Context: an optimization exercise on an open-source flow, tuned for small area, a short achievable clock period and few clock cycles per item. The choices shown serve that exercise and are no tape-out recipe.
No activity file was given, so power comes from the tool's default toggle rates.

Setup of orange:
Design sqrt_mult_system, start of the top module:
module sqrt_mult_system (
    input clk_i,
    input rst_i,
    input start_i,
    input [7:0] a_bi,
    input [7:0] b_bi,
    output [15:0] result,
    output done
);
    wire t_g1 = a_bi[1] & a_bi[0];
    wire t_p1 = a_bi[1] ^ a_bi[0];
    wire t_g2 = a_bi[2] & a_bi[1];
    wire t_p2 = a_bi[2] ^ a_bi[1];
    wire t_g3 = a_bi[3] & a_bi[2];
    wire t_p3 = a_bi[3] ^ a_bi[2];
    wire t_g4 = a_bi[4] & a_bi[3];
    wire t_p4 = a_bi[4] ^ a_bi[3];
    wire t_g5 = a_bi[5] & a_bi[4];
    wire t_p5 = a_bi[5] ^ a_bi[4];
    wire t_g6 = a_bi[6] & a_bi[5];
    wire t_p6 = a_bi[6] ^ a_bi[5];
    wire t_g7 = a_bi[7] & a_bi[6];
    wire t_p7 = a_bi[7] ^ a_bi[6];
    wire t_s0_1p = t_p1 & a_bi[0];
    wire t_s0_3g = t_g3 | (t_p3 & t_g2);
    wire t_s0_3p = t_p3 & t_p2;
    wire t_s0_5g = t_g5 | (t_p5 & t_g4);
    wire t_s0_5p = t_p5 & t_p4;
    wire t_s0_7g = t_g7 | (t_p7 & t_g6);
    wire t_s0_7p = t_p7 & t_p6;
    wire t_s1_2g = t_g2 | (t_p2 & t_g1);
  ...
Settings: LEC_CHECK=0, CAP_MARGIN=20, CORE_MARGIN=2, CORE_UTILIZATION=40, SETUP_SLACK_MARGIN=1.8, SLEW_MARGIN=20; clock period 5.0 ns.
standard.sh (not shown) runs the stock make flow with config.mk's settings and CLKGATE_MAP_FILE= SYNTH_SCRIPT=/design/flow/synth_recipe.tcl, a recipe that flattens the netlist after the stock synthesis.
==> flow/flow/run.sh <==
#!/bin/bash
# Layout flow: the standard ORFS flow, with two changes.
#  1. Synthesis is ORFS's own script (with the standard flow's -nofsm -noshare wrapper,
#     flatten and renaming, as in synth_recipe.tcl), but ABC maps with the
#     script in flow/abc.script and full/half adder extraction can be skipped.
#  2. The port buffers inserted during placement are buf cells instead of
#     the slow clkdlybuf cells that buffer_ports picks by default.
# Settings come from flow/params.sh. Each tool's output goes to its own log.
set -euo pipefail
HERE=$(pwd)
source "$HERE/flow/params.sh"
export MY_ABC_SCRIPT="$HERE/flow/abc.script"
export MY_NOFA
export BUFFER_PORTS_ARGS="-buffer_cell $PORT_BUFFER"
sed "s#SYNTH_SCRIPT=[^ ]*#SYNTH_SCRIPT=$HERE/flow/synth.tcl#" standard.sh > my_standard.sh
bash my_standard.sh finish > flow_make.log 2>&1
==> flow/flow/abc.script <==
strash
dch
map -a
topo
stime -c
==> flow/flow/params.sh <==
MY_NOFA=1
PORT_BUFFER=sky130_fd_sc_hd__buf_1
==> flow/flow/synth.tcl <==
# synth_recipe.tcl with two hooks: abc runs flow/abc.script (MY_ABC_SCRIPT),
# and extract_fa is skipped when MY_NOFA is 1.
proc synth {args} { yosys synth -nofsm -noshare {*}$args }
proc abc {args} {
  set out {}
  set skip 0
  foreach a $args {
    if {$skip} { set skip 0; continue }
    if {$a eq "-script" || $a eq "-D"} { set skip 1; continue }
    lappend out $a
  }
  lappend out -script $::env(MY_ABC_SCRIPT)
  yosys abc {*}$out
}
if {$::env(MY_NOFA)} { proc extract_fa {args} {} }
source $::env(SCRIPTS_DIR)/synth.tcl
# left out here: clear keep_hierarchy, flatten, clean up, hide names made inside functions, write 1_2_yosys.v
Changes in blue relative to orange:
diff --git a/flow/design.v b/flow/design.v
--- a/flow/design.v
+++ b/flow/design.v
@@ -91,71 +91,67 @@
     wire hv5 = (he1 & a_bi[5]) | (he2 & a_bi[4]) | (c12 & t_x5);
     wire hv6 = (he1 & a_bi[6]) | (he2 & a_bi[5]) | (c12 & t_x6);
     wire hv7 = (he1 & a_bi[7]) | (he2 & a_bi[6]) | (c12 & t_x7);
     wire hv8 = (he2 & a_bi[7]) | (c12 & t_x8);
     wire hv9 = (c12 & t_s3_8g);
     wire fl_g0 = lv2 & hv0;
     wire fl_p0 = lv2 ^ hv0;
     wire fl_g1 = lv3 & hv1;
     wire fl_p1 = lv3 ^ hv1;
+    wire fl_g2 = lv4 & hv2;
+    wire fl_p2 = lv4 ^ hv2;
+    wire fl_g3 = lv5 & hv3;
+    wire fl_p3 = lv5 ^ hv3;
     wire fl_s0_1g = fl_g1 | (fl_p1 & fl_g0);
     wire fl_s0_1p = fl_p1 & fl_p0;
+    wire fl_s0_3g = fl_g3 | (fl_p3 & fl_g2);
+    wire fl_s0_3p = fl_p3 & fl_p2;
+    wire fl_s1_2g = fl_g2 | (fl_p2 & fl_s0_1g);
+    wire fl_s1_2p = fl_p2 & fl_s0_1p;
+    wire fl_s1_3g = fl_s0_3g | (fl_s0_3p & fl_s0_1g);
+    wire fl_s1_3p = fl_s0_3p & fl_s0_1p;
     wire fl_x1 = fl_p1 ^ fl_g0;
+    wire fl_x2 = fl_p2 ^ fl_s0_1g;
+    wire fl_x3 = fl_p3 ^ fl_s1_2g;
     reg        done_r;
-    reg [3:0] res_lo;
+    reg [5:0] res_lo;
     reg        cy_r;
-    reg [5:0] up_lo;
-    reg [7:0] up_hi;
+    reg [3:0] up_lo;
+    reg [5:0] up_hi;
     always @(posedge clk_i) begin
         done_r <= start_i & ~rst_i;
-        res_lo <= {fl_x1, fl_p0, lv1, lv0};
-        cy_r <= {fl_s0_1g};
-        up_lo <= {lv9, lv8, lv7, lv6, lv5, lv4};
-        up_hi <= {hv9, hv8, hv7, hv6, hv5, hv4, hv3, hv2};
+        res_lo <= {fl_x3, fl_x2, fl_x1, fl_p0, lv1, lv0};
+        cy_r <= {fl_s1_3g};
+        up_lo <= {lv9, lv8, lv7, lv6};
+        up_hi <= {hv9, hv8, hv7, hv6, hv5, hv4};
     end
     wire fu_g0 = up_lo[0] & up_hi[0];
     wire fu_p0 = up_lo[0] ^ up_hi[0];
     wire fu_g1 = up_lo[1] & up_hi[1];
     wire fu_p1 = up_lo[1] ^ up_hi[1];
     wire fu_g2 = up_lo[2] & up_hi[2];
     wire fu_p2 = up_lo[2] ^ up_hi[2];
     wire fu_g3 = up_lo[3] & up_hi[3];
     wire fu_p3 = up_lo[3] ^ up_hi[3];
-    wire fu_g4 = up_lo[4] & up_hi[4];
-    wire fu_p4 = up_lo[4] ^ up_hi[4];
-    wire fu_g5 = up_lo[5] & up_hi[5];
-    wire fu_p5 = up_lo[5] ^ up_hi[5];
     wire fu_gc = fu_g0 | (fu_p0 & cy_r);
     wire fu_s0_1g = fu_g1 | (fu_p1 & fu_gc);
     wire fu_s0_1p = fu_p1 & fu_p0;
     wire fu_s0_3g = fu_g3 | (fu_p3 & fu_g2);
     wire fu_s0_3p = fu_p3 & fu_p2;
-    wire fu_s0_5g = fu_g5 | (fu_p5 & fu_g4);
-    wire fu_s0_5p = fu_p5 & fu_p4;
-    wire fu_s0_7p = up_hi[7] & up_hi[6];
+    wire fu_s0_5p = up_hi[5] & up_hi[4];
     wire fu_s1_2g = fu_g2 | (fu_p2 & fu_s0_1g);
     wire fu_s1_2p = fu_p2 & fu_s0_1p;
     wire fu_s1_3g = fu_s0_3g | (fu_s0_3p & fu_s0_1g);
     wire fu_s1_3p = fu_s0_3p & fu_s0_1p;
-    wire fu_s1_6g = up_hi[6] & fu_s0_5g;
-    wire fu_s1_6p = up_hi[6] & fu_s0_5p;
-    wire fu_s1_7g = fu_s0_7p & fu_s0_5g;
-    wire fu_s1_7p = fu_s0_7p & fu_s0_5p;
-    wire fu_s2_4g = fu_g4 | (fu_p4 & fu_s1_3g);
-    wire fu_s2_4p = fu_p4 & fu_s1_3p;
-    wire fu_s2_5g = fu_s0_5g | (fu_s0_5p & fu_s1_3g);
+    wire fu_s2_4g = up_hi[4] & fu_s1_3g;
+    wire fu_s2_4p = up_hi[4] & fu_s1_3p;
+    wire fu_s2_5g = fu_s0_5p & fu_s1_3g;
     wire fu_s2_5p = fu_s0_5p & fu_s1_3p;
-    wire fu_s2_6g = fu_s1_6g | (fu_s1_6p & fu_s1_3g);
-    wire fu_s2_6p = fu_s1_6p & fu_s1_3p;
-    wire fu_s2_7g = fu_s1_7g | (fu_s1_7p & fu_s1_3g);
-    wire fu_s2_7p = fu_s1_7p & fu_s1_3p;
     wire fu_x0 = fu_p0 ^ cy_r;
     wire fu_x1 = fu_p1 ^ fu_gc;
     wire fu_x2 = fu_p2 ^ fu_s0_1g;
     wire fu_x3 = fu_p3 ^ fu_s1_2g;
-    wire fu_x4 = fu_p4 ^ fu_s1_3g;
-    wire fu_x5 = fu_p5 ^ fu_s2_4g;
-    wire fu_x6 = up_hi[6] ^ fu_s2_5g;
-    wire fu_x7 = up_hi[7] ^ fu_s2_6g;
-    assign result = {4'b0, fu_x7, fu_x6, fu_x5, fu_x4, fu_x3, fu_x2, fu_x1, fu_x0, res_lo};
+    wire fu_x4 = up_hi[4] ^ fu_s1_3g;
+    wire fu_x5 = up_hi[5] ^ fu_s2_4g;
+    assign result = {4'b0, fu_x5, fu_x4, fu_x3, fu_x2, fu_x1, fu_x0, res_lo};
     assign done   = done_r;
 endmodule
Findings:
Number of fill cells in the layout on blue is down relative to orange.
Count of clock-buffer cells in the layout: blue vs orange down 1
Of blue and orange, it is blue that has the lower wire length on met3.
Going from orange to blue, the sequential fraction of the synthesis area was found to have gone down by 0.85 points.
The more densely filled core belongs to blue, not orange.
Relative to orange, number of logic stages on the critical path including buffering has increased by 1 in blue.
blue ended up with maj3_1 as its slowest cell on the critical path; orange ended up with dfxtp_4.
Looking at sequential share of layout area, blue sits 1.0 points lower than orange does.
Looking only at synthesized netlist cell count, and setting everything else aside, the lower value of blue and orange goes to blue.
Between blue and orange, length of routed wiring on met1 is lower for blue, orange comes in above that.
When blue is set beside orange, its combinational power turns out to be about 7% smaller.
Against orange, blue comes in 0.48 points lower on area fraction in compound gates after synthesis.
No functional check of the RTL was part of any run of this note.

* * *

sqrt_mult_system, a different RTL version from the one above (not shown whole).
For scale: roughly 190 cells after synthesis.
clock: 5.0 ns
lec_check: 0
cap_margin: 20
core_margin: 2
core_utilization: 40
setup_slack_margin: 1.8
slew_margin: 20
==> flow/flow/abc.script <==
strash
dch
map -D 2000
topo
stime -c
Scripts as last shown in full above: flow/flow/run.sh, flow/flow/params.sh, flow/flow/synth.tcl
The baseline passed the timing, design-rule and antenna checks.
Change:
--- a/flow/design.v
+++ b/flow/design.v
@@ -92,66 +92,66 @@
     wire hv6 = (he1 & a_bi[6]) | (he2 & a_bi[5]) | (c12 & t_x6);
     wire hv7 = (he1 & a_bi[7]) | (he2 & a_bi[6]) | (c12 & t_x7);
     wire hv8 = (he2 & a_bi[7]) | (c12 & t_x8);
     wire hv9 = (c12 & t_s3_8g);
     wire fl_g0 = lv2 & hv0;
     wire fl_p0 = lv2 ^ hv0;
     wire fl_g1 = lv3 & hv1;
     wire fl_p1 = lv3 ^ hv1;
     wire fl_g2 = lv4 & hv2;
     wire fl_p2 = lv4 ^ hv2;
     wire fl_g3 = lv5 & hv3;
     wire fl_p3 = lv5 ^ hv3;
-    wire fl_g4 = lv6 & hv4;
-    wire fl_p4 = lv6 ^ hv4;
-    wire fl_g5 = lv7 & hv5;
-    wire fl_p5 = lv7 ^ hv5;
     wire fl_s0_1g = fl_g1 | (fl_p1 & fl_g0);
     wire fl_s0_1p = fl_p1 & fl_p0;
     wire fl_s0_3g = fl_g3 | (fl_p3 & fl_g2);
     wire fl_s0_3p = fl_p3 & fl_p2;
-    wire fl_s0_5g = fl_g5 | (fl_p5 & fl_g4);
-    wire fl_s0_5p = fl_p5 & fl_p4;
     wire fl_s1_2g = fl_g2 | (fl_p2 & fl_s0_1g);
     wire fl_s1_2p = fl_p2 & fl_s0_1p;
     wire fl_s1_3g = fl_s0_3g | (fl_s0_3p & fl_s0_1g);
     wire fl_s1_3p = fl_s0_3p & fl_s0_1p;
-    wire fl_s2_4g = fl_g4 | (fl_p4 & fl_s1_3g);
-    wire fl_s2_4p = fl_p4 & fl_s1_3p;
-    wire fl_s2_5g = fl_s0_5g | (fl_s0_5p & fl_s1_3g);
-    wire fl_s2_5p = fl_s0_5p & fl_s1_3p;
     wire fl_x1 = fl_p1 ^ fl_g0;
     wire fl_x2 = fl_p2 ^ fl_s0_1g;
     wire fl_x3 = fl_p3 ^ fl_s1_2g;
-    wire fl_x4 = fl_p4 ^ fl_s1_3g;
-    wire fl_x5 = fl_p5 ^ fl_s2_4g;
     reg        done_r;
-    reg [7:0] res_lo;
+    reg [5:0] res_lo;
     reg        cy_r;
-    reg [1:0] up_lo;
-    reg [3:0] up_hi;
+    reg [3:0] up_lo;
+    reg [5:0] up_hi;
     always @(posedge clk_i) begin
         done_r <= start_i & ~rst_i;
-        res_lo <= {fl_x5, fl_x4, fl_x3, fl_x2, fl_x1, fl_p0, lv1, lv0};
-        cy_r <= {fl_s2_5g};
-        up_lo <= {lv9, lv8};
-        up_hi <= {hv9, hv8, hv7, hv6};
+        res_lo <= {fl_x3, fl_x2, fl_x1, fl_p0, lv1, lv0};
+        cy_r <= {fl_s1_3g};
+        up_lo <= {lv9, lv8, lv7, lv6};
+        up_hi <= {hv9, hv8, hv7, hv6, hv5, hv4};
     end
     wire fu_g0 = up_lo[0] & up_hi[0];
     wire fu_p0 = up_lo[0] ^ up_hi[0];
     wire fu_g1 = up_lo[1] & up_hi[1];
     wire fu_p1 = up_lo[1] ^ up_hi[1];
+    wire fu_g2 = up_lo[2] & up_hi[2];
+    wire fu_p2 = up_lo[2] ^ up_hi[2];
+    wire fu_g3 = up_lo[3] & up_hi[3];
+    wire fu_p3 = up_lo[3] ^ up_hi[3];
     wire fu_gc = fu_g0 | (fu_p0 & cy_r);
     wire fu_s0_1g = fu_g1 | (fu_p1 & fu_gc);
     wire fu_s0_1p = fu_p1 & fu_p0;
-    wire fu_s0_3p = up_hi[3] & up_hi[2];
-    wire fu_s1_2g = up_hi[2] & fu_s0_1g;
-    wire fu_s1_2p = up_hi[2] & fu_s0_1p;
-    wire fu_s1_3g = fu_s0_3p & fu_s0_1g;
+    wire fu_s0_3g = fu_g3 | (fu_p3 & fu_g2);
+    wire fu_s0_3p = fu_p3 & fu_p2;
+    wire fu_s0_5p = up_hi[5] & up_hi[4];
+    wire fu_s1_2g = fu_g2 | (fu_p2 & fu_s0_1g);
+    wire fu_s1_2p = fu_p2 & fu_s0_1p;
+    wire fu_s1_3g = fu_s0_3g | (fu_s0_3p & fu_s0_1g);
     wire fu_s1_3p = fu_s0_3p & fu_s0_1p;
+    wire fu_s2_4g = up_hi[4] & fu_s1_3g;
+    wire fu_s2_4p = up_hi[4] & fu_s1_3p;
+    wire fu_s2_5g = fu_s0_5p & fu_s1_3g;
+    wire fu_s2_5p = fu_s0_5p & fu_s1_3p;
     wire fu_x0 = fu_p0 ^ cy_r;
     wire fu_x1 = fu_p1 ^ fu_gc;
-    wire fu_x2 = up_hi[2] ^ fu_s0_1g;
-    wire fu_x3 = up_hi[3] ^ fu_s1_2g;
-    assign result = {4'b0, fu_x3, fu_x2, fu_x1, fu_x0, res_lo};
+    wire fu_x2 = fu_p2 ^ fu_s0_1g;
+    wire fu_x3 = fu_p3 ^ fu_s1_2g;
+    wire fu_x4 = up_hi[4] ^ fu_s1_3g;
+    wire fu_x5 = up_hi[5] ^ fu_s2_4g;
+    assign result = {4'b0, fu_x5, fu_x4, fu_x3, fu_x2, fu_x1, fu_x0, res_lo};
     assign done   = done_r;
 endmodule
The changed run finished with timing, DRC and antenna clean.
Non-clock buffer count is lower by 27.
Sequential cell count is higher by 2.
Count of clock-buffer cells in the layout stays the same.
Area after synthesis is higher by 1.8%.
Final area is lower by 20%.
Power is lower by 12%.
Routed wire length is lower by 25%.
Worst setup slack gets better by 0.30 ns.
First-iteration DRC count is lower by 52%.
Synthesized cell count is higher by 1.0%.
Fmax is higher by 10%.
Hold slack gets worse by 0.024 ns.
No run of this note included a check of the RTL's function; only the layout flow was run.

* * *

## violet
RTL: one of the versions met above, not the one the previous note started from.
Size in the first run: ~220 cells after synthesis, ~36 I/O pins.
export LEC_CHECK = 0
export CAP_MARGIN = 20
export CORE_MARGIN = 2
export CORE_UTILIZATION = 40
export SETUP_SLACK_MARGIN = 2.6
export SLEW_MARGIN = 20
create_clock -name core_clock -period 5.0 [get_ports {clk_i}]
Scripts as last shown in full above: flow/flow/run.sh, flow/flow/abc.script, flow/flow/params.sh, flow/flow/synth.tcl
Setup changes, violet to ember
--- a/flow/design.v
+++ b/flow/design.v
@@ -90,72 +90,68 @@
     wire hv4 = (he1 & a_bi[4]) | (he2 & a_bi[3]) | (c12 & t_x4);
     wire hv5 = (he1 & a_bi[5]) | (he2 & a_bi[4]) | (c12 & t_x5);
     wire hv6 = (he1 & a_bi[6]) | (he2 & a_bi[5]) | (c12 & t_x6);
     wire hv7 = (he1 & a_bi[7]) | (he2 & a_bi[6]) | (c12 & t_x7);
     wire hv8 = (he2 & a_bi[7]) | (c12 & t_x8);
     wire hv9 = (c12 & t_s3_8g);
     wire fl_g0 = lv2 & hv0;
     wire fl_p0 = lv2 ^ hv0;
     wire fl_g1 = lv3 & hv1;
     wire fl_p1 = lv3 ^ hv1;
+    wire fl_g2 = lv4 & hv2;
+    wire fl_p2 = lv4 ^ hv2;
+    wire fl_g3 = lv5 & hv3;
+    wire fl_p3 = lv5 ^ hv3;
     wire fl_s0_1g = fl_g1 | (fl_p1 & fl_g0);
     wire fl_s0_1p = fl_p1 & fl_p0;
+    wire fl_s0_3g = fl_g3 | (fl_p3 & fl_g2);
+    wire fl_s0_3p = fl_p3 & fl_p2;
+    wire fl_s1_2g = fl_g2 | (fl_p2 & fl_s0_1g);
+    wire fl_s1_2p = fl_p2 & fl_s0_1p;
+    wire fl_s1_3g = fl_s0_3g | (fl_s0_3p & fl_s0_1g);
+    wire fl_s1_3p = fl_s0_3p & fl_s0_1p;
     wire fl_x1 = fl_p1 ^ fl_g0;
+    wire fl_x2 = fl_p2 ^ fl_s0_1g;
+    wire fl_x3 = fl_p3 ^ fl_s1_2g;
     reg        done_r;
-    reg [3:0] res_lo;
+    reg [5:0] res_lo;
     reg        cy_r;
-    reg [5:0] up_lo;
-    reg [7:0] up_hi;
+    reg [3:0] up_lo;
+    reg [5:0] up_hi;
     always @(posedge clk_i) begin
         done_r <= start_i & ~rst_i;
-        res_lo <= {fl_x1, fl_p0, lv1, lv0};
-        cy_r <= {fl_s0_1g};
-        up_lo <= {lv9, lv8, lv7, lv6, lv5, lv4};
-        up_hi <= {hv9, hv8, hv7, hv6, hv5, hv4, hv3, hv2};
+        res_lo <= {fl_x3, fl_x2, fl_x1, fl_p0, lv1, lv0};
+        cy_r <= {fl_s1_3g};
+        up_lo <= {lv9, lv8, lv7, lv6};
+        up_hi <= {hv9, hv8, hv7, hv6, hv5, hv4};
     end
     wire fu_g0 = up_lo[0] & up_hi[0];
     wire fu_p0 = up_lo[0] ^ up_hi[0];
     wire fu_g1 = up_lo[1] & up_hi[1];
     wire fu_p1 = up_lo[1] ^ up_hi[1];
     wire fu_g2 = up_lo[2] & up_hi[2];
     wire fu_p2 = up_lo[2] ^ up_hi[2];
     wire fu_g3 = up_lo[3] & up_hi[3];
     wire fu_p3 = up_lo[3] ^ up_hi[3];
-    wire fu_g4 = up_lo[4] & up_hi[4];
-    wire fu_p4 = up_lo[4] ^ up_hi[4];
-    wire fu_g5 = up_lo[5] & up_hi[5];
-    wire fu_p5 = up_lo[5] ^ up_hi[5];
     wire fu_gc = fu_g0 | (fu_p0 & cy_r);
     wire fu_s0_1g = fu_g1 | (fu_p1 & fu_gc);
     wire fu_s0_1p = fu_p1 & fu_p0;
     wire fu_s0_3g = fu_g3 | (fu_p3 & fu_g2);
     wire fu_s0_3p = fu_p3 & fu_p2;
-    wire fu_s0_5g = fu_g5 | (fu_p5 & fu_g4);
-    wire fu_s0_5p = fu_p5 & fu_p4;
-    wire fu_s0_7p = up_hi[7] & up_hi[6];
+    wire fu_s0_5p = up_hi[5] & up_hi[4];
     wire fu_s1_2g = fu_g2 | (fu_p2 & fu_s0_1g);
     wire fu_s1_2p = fu_p2 & fu_s0_1p;
     wire fu_s1_3g = fu_s0_3g | (fu_s0_3p & fu_s0_1g);
     wire fu_s1_3p = fu_s0_3p & fu_s0_1p;
-    wire fu_s1_6g = up_hi[6] & fu_s0_5g;
-    wire fu_s1_6p = up_hi[6] & fu_s0_5p;
-    wire fu_s1_7g = fu_s0_7p & fu_s0_5g;
-    wire fu_s1_7p = fu_s0_7p & fu_s0_5p;
-    wire fu_s2_4g = fu_g4 | (fu_p4 & fu_s1_3g);
-    wire fu_s2_4p = fu_p4 & fu_s1_3p;
-    wire fu_s2_5g = fu_s0_5g | (fu_s0_5p & fu_s1_3g);
+    wire fu_s2_4g = up_hi[4] & fu_s1_3g;
+    wire fu_s2_4p = up_hi[4] & fu_s1_3p;
+    wire fu_s2_5g = fu_s0_5p & fu_s1_3g;
     wire fu_s2_5p = fu_s0_5p & fu_s1_3p;
-    wire fu_s2_6g = fu_s1_6g | (fu_s1_6p & fu_s1_3g);
-    wire fu_s2_6p = fu_s1_6p & fu_s1_3p;
-    wire fu_s2_7g = fu_s1_7g | (fu_s1_7p & fu_s1_3g);
-    wire fu_s2_7p = fu_s1_7p & fu_s1_3p;
     wire fu_x0 = fu_p0 ^ cy_r;
     wire fu_x1 = fu_p1 ^ fu_gc;
     wire fu_x2 = fu_p2 ^ fu_s0_1g;
     wire fu_x3 = fu_p3 ^ fu_s1_2g;
-    wire fu_x4 = fu_p4 ^ fu_s1_3g;
-    wire fu_x5 = fu_p5 ^ fu_s2_4g;
-    wire fu_x6 = up_hi[6] ^ fu_s2_5g;
-    wire fu_x7 = up_hi[7] ^ fu_s2_6g;
-    assign result = {4'b0, fu_x7, fu_x6, fu_x5, fu_x4, fu_x3, fu_x2, fu_x1, fu_x0, res_lo};
+    wire fu_x4 = up_hi[4] ^ fu_s1_3g;
+    wire fu_x5 = up_hi[5] ^ fu_s2_4g;
+    assign result = {4'b0, fu_x5, fu_x4, fu_x3, fu_x2, fu_x1, fu_x0, res_lo};
     assign done   = done_r;
 endmodule
--- outcome ---
- ember vs. violet: highest cell delay on the worst timing path ~0 delta; met2 usage in global routing +5.1 points.
- In ember, combinational power share is higher than in violet.
- [compare] base=violet new=ember: HPWL after detailed placement decreased 2.0%; non-clock buffer total of the final layout picked up an extra 11%; routed wire length went up; switching power total higher; CTS clock-pin slew for the worst setup and hold paths stayed essentially flat.
- Relative to violet, the internal cell power of ember is lower by 24 µW.
- Per the comparison of ember with violet, aggregate global-route resource usage rose 2.3 points, combined area of the multi-input logic cells rose 34 µm².
Function was not checked in any run of this note: the RTL went through the layout flow alone.

-- re-timing with driven ports --
How much do the figures lean on ideal ports? The routed layouts below were timed once more, with nothing changed but the port constraints. Step 1, drivers: a clkbuf_16 drives clk_i and a buf_2 each remaining input, both assumed. Step 2 adds t to the input delays and takes it off the output delays; t is the mean of the earliest and latest rising clock arrival at the registers after step 1. Input paths then give back, and output paths get back, about the clock's delay inside the block. Slacks: ideal ports / drivers / drivers and shift; pairs: ideal ports / drivers.
| run | t, ns | slack for setup (ns) | pins driven straight from the clock port |
|---|---|---|---|
| orange | 0.310 | 1.810 / 1.789 / 1.742 | 1 |
| blue | 0.311 | 1.988 / 1.967 / 1.674 | 1 |
| the first run of note 2 | 0.293 | 1.683 / 1.665 / 1.372 | 1 |
| the second run of note 2 | 0.311 | 1.988 / 1.967 / 1.674 | 1 |
| violet | 0.327 | 1.755 / 1.732 / 2.059 | 1 |
| ember | 0.312 | 2.122 / 2.100 / 1.861 | 1 |
After both steps every run listed still meets setup and hold.
